Source: an optimization exercise on an open RTL-to-GDS flow (aim: small area, a short achievable clock period and few clock cycles). Production flows keep margins and buffers that such runs may drop.
The RTL was checked by simulation tests, not by an equivalence proof against the original design.

<file path="design/flow/config.mk">
export PLATFORM = sky130hd
export DESIGN_NAME = core
export DESIGN_NICKNAME = core
export VERILOG_FILES = /design/flow/design.v
export SDC_FILE = /design/flow/constraint.sdc
export NUM_CORES = 4
export LEC_CHECK = 0
export CAP_MARGIN = 20
export CORE_MARGIN = 2
export CORE_UTILIZATION = 30
export PLACE_DENSITY = 0.5
export SLEW_MARGIN = 20
</file>
<file path="design/flow/design.v">
module core #(parameter WIDTH = 32) (
  input wire clock, nreset,
  input wire [31:0] programdata,
  input wire [WIDTH-1:0] readramdata,
  output wire writeram,
  output wire [WIDTH-1:0] programaddress,
  output wire [WIDTH-1:0] ramaddress,
  output wire [WIDTH-1:0] writeramdata
);
  wire [6:0] function7;
  wire [2:0] function3;
  wire [6:0] operation;
  wire [4:0] rs1, rs2, rd;
  assign function7 = programdata[31:25];
  assign function3 = programdata[14:12];
  assign operation = programdata[6:0];
  assign rs2 = programdata[24:20];
  assign rs1 = programdata[19:15];
  assign rd  = programdata[11:7];
  wire [WIDTH-1:0] newpc;
  pc #(WIDTH) pc(.clk(clock), .nrst(nreset), .addressin(newpc), .addressout(programaddress));
  wire memload, memstore, regwrite, aluimm;
  control control(.op(operation), .meml(memload), .mems(memstore), .regw(regwrite), .aluimm);
  assign writeram = memstore;
  wire [13:0] aluoperation;
  alucontrol alucontrol(.funct7(function7), .funct3(function3), .op(operation), .aluop(aluoperation));
  wire [WIDTH-1:0] imm;
  immextend #(WIDTH) immextend(.inst(programdata), .imm);
  wire [WIDTH-1:0] readdata1, readdata2, writebackdata;
  regfile #(WIDTH) regfile(.clk(clock), .nrst(nreset), .enw(regwrite), 
    .rs1addr(rs1), .rs2addr(rs2), .rdaddr(rd), 
    .rddata(writebackdata), .rs1data(readdata1), .rs2data(readdata2));
  wire [WIDTH-1:0] aludata2;
  mux #(WIDTH) immmux(.data1(imm), .data2(readdata2), .sel(aluimm), .datao(aludata2));
  wire signed [WIDTH-1:0] result;
  wire zero;
  alu #(WIDTH) alu(.aluop(aluoperation), .datain1(readdata1), .datain2(aludata2), .result, .zero);
  pccontrol #(WIDTH) pccontrol(.flag(zero), .pcoffset(imm), .pcin(programaddress), .pcout(newpc));
  mux #(WIDTH) wbmux(.data1(readramdata), .data2(result), .sel(memload), .datao(writebackdata));
  assign ramaddress = result;
  assign writeramdata = readdata2;
endmodule
module pc #(WIDTH = 32) (
  input wire clk, nrst,
  input wire [WIDTH-1:0] addressin,
  output reg [WIDTH-1:0] addressout
);
  always_ff @(posedge clk, negedge nrst)
    if (~nrst)
      addressout <= 0;
    else
      addressout <= addressin;
endmodule
module control (
  input wire [6:0] op,
  output wire meml, mems, regw, aluimm
);
  assign meml = op[6:4] == 3'b000;
  assign mems = op[6:4] == 3'b010;
  assign regw = (op[5:4] != 2'b10);
  assign aluimm = (~op[6]) & (op[5:4] != 2'b11);
endmodule
module alucontrol (
  input wire [6:0] funct7,
  input wire [2:0] funct3,
  input wire [6:0] op,
  output wire [13:0] aluop
);
  logic ADD, SLL, SRA, XOR, AND, OR, MUL, MULH, RBUS0;
  logic EQ, NE, LT, GE, BBUS0;
  assign EQ = op[6] & ~funct3[2] & ~funct3[0];
  assign NE = op[6] & ~funct3[2] &  funct3[0];
  assign LT = op[6] &  funct3[2] & ~funct3[0];
  assign GE = op[6] &  funct3[2] &  funct3[0];
  assign BBUS0 = ~op[6];
  assign RBUS0 = op[6];
  always_comb begin
    ADD  = 0;
    SLL  = 0;
    SRA  = 0;
    XOR  = 0;
    AND  = 0;
    OR   = 0;
    MUL  = 0;
    MULH = 0;
    if (~op[6])
      if (op[5:4] == 2'b11)  
        case (funct3)
          3'b000 : begin ADD  = ~funct7[0]; MUL  = funct7[0]; end
          3'b111 : AND  = 1;
          3'b110 : OR   = 1;
          3'b001 : begin SLL  = ~funct7[0]; MULH = funct7[0]; end
          3'b101 : SRA  = 1;
        endcase
      else if (funct3 == 3'b110)  
        XOR = 1;
      else  
        ADD = 1;
  end
  assign aluop = {
    ADD, SLL, SRA, XOR, AND, OR, MUL, MULH, RBUS0, 
    EQ, NE, LT, GE, BBUS0};
endmodule
module immextend #(WIDTH = 32) (
  input wire [31:0] inst,
  output logic [WIDTH-1:0] imm
);
  wire [11:0] immi, imms, immb;
  assign immb = {inst[31], inst[7], inst[30:25], inst[11:8]};
  assign imms = {inst[31:25], inst[11:7]};
  assign immi = inst[31:20];
  always_comb begin
    imm = 0;
    case (inst[6:4])
      3'b001: imm = {{(WIDTH-12){immi[11]}}, immi};  
      3'b000: imm = {{(WIDTH-12){immi[11]}}, immi};  
      3'b010: imm = {{(WIDTH-12){imms[11]}}, imms};  
      3'b110: imm = {{(WIDTH-13){immb[11]}}, immb, 1'b0};  
    endcase
  end
endmodule
module regfile #(parameter WIDTH = 32) (
  input wire clk, nrst, enw,
  input wire [4:0] rs1addr, rs2addr, rdaddr,
  input wire [WIDTH-1:0] rddata,
  output wire [WIDTH-1:0] rs1data, rs2data
);
  reg [WIDTH-1:0] x [31:0];
  assign rs1data = x[rs1addr];
  assign rs2data = x[rs2addr];
  always_ff @(posedge clk, negedge nrst) begin
    if (~nrst)
      for(int addr = 0; addr < 32; addr = addr + 1)
        x[addr] <= 0;
    else begin
      if (rdaddr != 0 && enw)
        x[rdaddr] <= rddata;
    end
  end
endmodule
module mux #(parameter WIDTH = 32) (
  input wire [WIDTH-1:0] data1, data2,
  input wire sel,
  output wire [WIDTH-1:0] datao
);
  assign datao = sel ? data1 : data2;
endmodule
module alu #(parameter WIDTH = 32)(
    input wire [13:0] aluop,
    input wire signed [WIDTH-1:0] datain1, datain2,
    output wire signed [WIDTH-1:0] result,
    output wire zero
);
    logic [2*WIDTH-1:0] databus;
    wire signed [2*WIDTH-1:0] data1, data2;
    assign data1 = {{WIDTH{datain1[WIDTH-1]}}, datain1};
    assign data2 = {{WIDTH{datain2[WIDTH-1]}}, datain2};
    always_comb begin
      databus = '0;
      if (aluop[13]) databus = {{WIDTH{1'b0}}, datain1} + {{WIDTH{1'b0}}, datain2};
      if (aluop[12]) databus = {{WIDTH{1'b0}}, datain1} << datain2[4:0];
      if (aluop[11]) databus = {{WIDTH{datain1[WIDTH-1]}}, (datain1 >>> datain2[4:0])};
      if (aluop[10]) databus = {{WIDTH{1'b0}}, datain1 ^ datain2};
      if (aluop[ 9]) databus = {{WIDTH{1'b0}}, datain1 & datain2};
      if (aluop[ 8]) databus = {{WIDTH{1'b0}}, datain1 | datain2};
      if (aluop[7] | aluop[6]) databus = data1 * data2;
      if (aluop[ 5]) databus = '0;
    end
    assign result[WIDTH-2:0]  = aluop[6] ? databus[2*WIDTH-1:WIDTH-1] : databus[WIDTH-2:0];  
    assign result[WIDTH-1]  = aluop[7] | aluop[6] ? databus[2*WIDTH-1] : databus[WIDTH-1];
    wire equal, less;
    assign equal = data1 == data2;
    assign less = data1 < data2;
    assign zero = aluop[4] ? equal : aluop[3] ? ~equal : aluop[2] ? less : aluop[1] ? (~less | equal) : 1'b0;
endmodule
module pccontrol #(parameter WIDTH = 32) (
  input wire flag,
  input wire [WIDTH-1:0] pcoffset,
  input wire [WIDTH-1:0] pcin,
  output wire [WIDTH-1:0] pcout
);
  assign pcout = flag ? pcin + pcoffset : pcin + 4;
endmodule
</file>
<file path="design/flow/constraint.sdc">
create_clock -name core_clock -period 24.0 [get_ports {clock}]
set_input_delay 4.8000 -clock core_clock [delete_from_list [all_inputs] [get_ports {clock}]]
set_output_delay 4.8000 -clock core_clock [all_outputs]
set_load 0.01 [all_outputs]
</file>
<file path="design/flow/run.sh">
#!/bin/bash
# synth_recipe.tcl (not shown) runs the flow's synth.tcl, then flattens the netlist and writes it again
# the make line also repeats each setting of config.mk as NAME=value (left out here)
make -C /OpenROAD-flow-scripts/flow DESIGN_CONFIG=/design/flow/config.mk WORK_HOME=/design/flow/orfs CLKGATE_MAP_FILE= SYNTH_SCRIPT=/design/flow/synth_recipe.tcl finish
</file>
==> results.py <==
metrics = {
    "run_status": {
        "status": "finished clean",
    },
    "timing": {
        "tns_ns": 0,
        "rsz0062_at_grt": "false",
        "finalCriticalPeriod_ns": 23.48,
        "slew-limit-headroom_pct": 12.1,
        "slew_violations": 0,
        "setup_viol": 0,
        "fin_crit_sh_pct": 97.8,
        "hold_viol_final": 0,
        "finClkSkew_ns": 0.0922,
        "worst_slew_pin_slew_ns": 1.32,
        "fin_ws_ns": 0.523,
        "hold_ws_ns": 0.408,
        "fmaxAchievable_ghz": 0.0426,
    },
    "global_route": {
        "antenna_found_initial": 38,
        "grt_use_total_pct": 31.2,
        "overflow": 0,
        "grt_max_degree": 180,
        "first_global_vias": 91700,
        "grt_pass1_wl_um": 732000,
    },
    "final_layout": {
        "fin_nets": 12400,
        "multiInputGateArea_sq_um": 64500,
        "seqCellArea_sq_um": 26400,
        "drive_gt1_share_pct": 10.6,
        "area_growth_pct": 11.9,
        "fillCellCount": 33600,
        "final_cells": 15300,
    },
    "yosys": {
        "synthArstFlopShare_pct": 100,
        "ys_ff_latch": 1056,
        "synth_flop_cell": "dfrtp_1",
        "seq_area_frac_synth_pct": 27.0,
        "synth.area.top_cells": "dfrtp_1 (27%), fa_1 (22%), nand2_1 (5.8%)",
        "post_synth.cell_area_avg_sq_um": 8.85,
        "synth_top_cell_by_area": "dfrtp_1",
        "synth_edf_count": 0,
        "yosysWarnings": 6,
        "synth.cell_area_sq_um": 98000,
        "ys_types": 112,
        "synth_top_area_share_pct": 27.0,
        "syn_inst": 11100,
        "syn-num-nets": 12500,
    },
    "placement": {
        "gp_congestion": 1.00,
        "placed_cells": 15100,
        "port_buffers": 158,
        "dp_slack_ns": 0.640,
        "place_hpwl_um": 371000,
    },
    "worst_setup_path": {
        "crit_arrival_ns": 18.68,
        "max_stage_delay_ns": 0.83,
        "worst-setup-path-type": "in -> out",
        "path_common_cell": "fa_1",
        "required_ns": 19.20,
        "slowest_stage": "fa_1",
        "critical_path_peak_fanout": 18,
        "end_kind": "primary output",
        "cp_top_family": "adder cells",
        "reg2reg_depth": 35,
        "path_buf_inv": 7,
        "crit_cells": 35,
        "crit_path_start_kind": "input port",
    },
    "clock_tree": {
        "root_buffer": "clkbuf_16",
        "holdBufCountCts": 0,
        "cts_resized": 0,
        "clkSinkCount": 1056,
        "cts_setup_buffers": 0,
        "clkTransAtPathRegs_ns": 0.07,
        "cts_tree": "built",
        "clockBufferDepth": 3,
        "clk-insertion-delay-late_ns": 0.81,
        "cts-buffers-inserted": 109,
        "h-tree-depth": 3,
    },
    "detailed_routing": {
        "routed_wl_um": 527000,
        "drtPass1Iterations": 10,
        "drt_iter0_drc": 14500,
        "drtAntennaViolNets": 0,
        "vias": 93500,
        "routedWlPerCell_um": 34.4,
        "via_per_inst": 6.09,
        "drc": 0,
    },
    "power_and_ir_drop": {
        "leakage_nw": 49.7,
        "power_mw": 15.2,
        "vdd_drop_max_mv": 0.255,
        "power_density_nw_per_um2": 139,
    },
    "floorplanning": {
        "die-height_um": 576,
        "start_util_pct": 30.2,
        "io_pins": 163,
        "num_rows": 209,
        "dieWidth_um": 576,
        "coreArea_sq_um": 325000,
        "die_area_sq_um": 331000,
    },
    "job": {
        "drv_cap": 0,
    },
    "worst_hold_path": {
        "hp-class": "reg -> reg",
        "min_path_cells": 0,
    },
}
## worst register-to-register path: cells and delay by family, from the launching register on
family,cells,cell delay (ns)
buf+inv,7,0.94
simple gates,4,1.09
compound gates,11,4.46
flops,1,0.40
xor+xnor,1,0.41
mux,3,1.45
fa+ha+maj,9,3.50
## synthesized netlist by cell type (all sizes together), types with 203 or more instances
cell and number:
dfrtp 1056, nand3 663, inv 1133, o21ai 917
nand2 1522, mux2 279, a22oi 395, nand4 203
clkbuf 617, ha 313, buf 277, nor2 806
fa 1085, a21oi 284
## state kept, by name (all words and copies together) (netlist names)
register / cells
pc.addressout: 32
regfile.x: 1024
## cell usage in the layout (no fill, tap or decap), drive strengths merged, types with 38 or more instances in the layout
cell and count:
o31ai 81, a2111oi 41, nand2 1522, a31oi 44, a221oi 101, a21o 61
mux2i 57, a22oi 395, mux2 279, nand4 203, and3 124, xor2 41
a22o 105, clkinv 49, o22ai 39, o21ai 917, nor2b 38, xnor2 99
dfrtp 1056, nor3 81, o211ai 47, inv 1135, ha 313, clkdlybuf4s50 148
buf 448, clkbuf 155, nor2 806, a21oi 284, fa 1085, nand3 663
## metrics by stage
step,utilization [%],instance area (sq um)
floorplan,-,98000
global placement,32.5,106000
detailed placement,32.5,106000
CTS,33.7,109000
global route,33.8,110000
finish,33.8,110000
## layout make-up
cell class	count	share of cell area (%)
repair buffers	596	4.68
well taps	4325	4.93
multi-input cells	7974	58.8
clock inverters	48	0.613
inverters	1154	3.95
flip-flops and latches	1056	24.1
clock buffers	155	2.88
diodes	31	0.0707
## layer usage
layer	share of wire, %	track usage, %
met2	41	45.1
met1	39	40.8
met4	7.6	19.3
met3	12	9.10
met5	0.041	0
## worst paths after layout
kind,from,endpoint,slack [ns]
worst max-delay path,programdata[24],ramaddress[31],0.52
worst min-delay path,regfile.x[0][14]$_DFFE_PN0P_,regfile.x[0][14]$_DFFE_PN0P_,0.41
worst max register to register,regfile.x[21][0]$_DFFE_PN0P_,regfile.x[19][21]$_DFFE_PN0P_,11.63
worst min register to register,regfile.x[0][14]$_DFFE_PN0P_,regfile.x[0][14]$_DFFE_PN0P_,0.41
max in group asynchronous,nreset,regfile.x[14][3]$_DFFE_PN0P_,16.63
min in group asynchronous,nreset,regfile.x[28][18]$_DFFE_PN0P_,4.12
## logic make-up (layout without fill, tap and decap cells)
family	count (synthesis)	after routing	share of synthesized area, %
multiplexers	347	347	4.06
other	0	31	0
AO/OA/AOI/OAI	2405	2405	16.2
adder cells (fa/ha/maj)	1398	1398	26.1
AND/OR/NAND/NOR	3684	3684	17.0
flip-flops	1056	1056	27.0
XOR/XNOR	140	140	1.25
buffers and inverters	2048	1953	8.42
## report_power, final
| group | internal [mW] | switching, mW | total [mW] |
|---|---|---|---|
| clock | 1.07 | 0.821 | 1.89 |
| sequential | 2.15 | 0.387 | 2.54 |
| combinational | 3.96 | 6.85 | 10.8 |
Testbench counts, summed over its fixed seeds: cycles 99,859.

separate check: timing with driven ports:
Ports are ideal in the flow. The routed layout listed here was re-timed in OpenROAD. Step 1 assumes that a clkbuf_16 drives the clock port and a buf_2 every other input. Step 2 also shifts input and output timing later by t, the mid clock arrival at the registers, as if the neighbouring blocks saw the same clock. a / b / c = ideal / step 1 / step 2; a / b = the first two.
shift t [ns]: 0.871
slack for setup (ns): 0.523 / 0.494 / 0.494
worst setup path after step 2: input to output
clock arrival spread, ns: 0.092 / 0.092
worst slew at a driven data input, ns: 0.15
After both steps this run still meets setup and hold. The setup slack of this run moves by -0.029 ns with the drivers and by -0.029 ns with both steps.
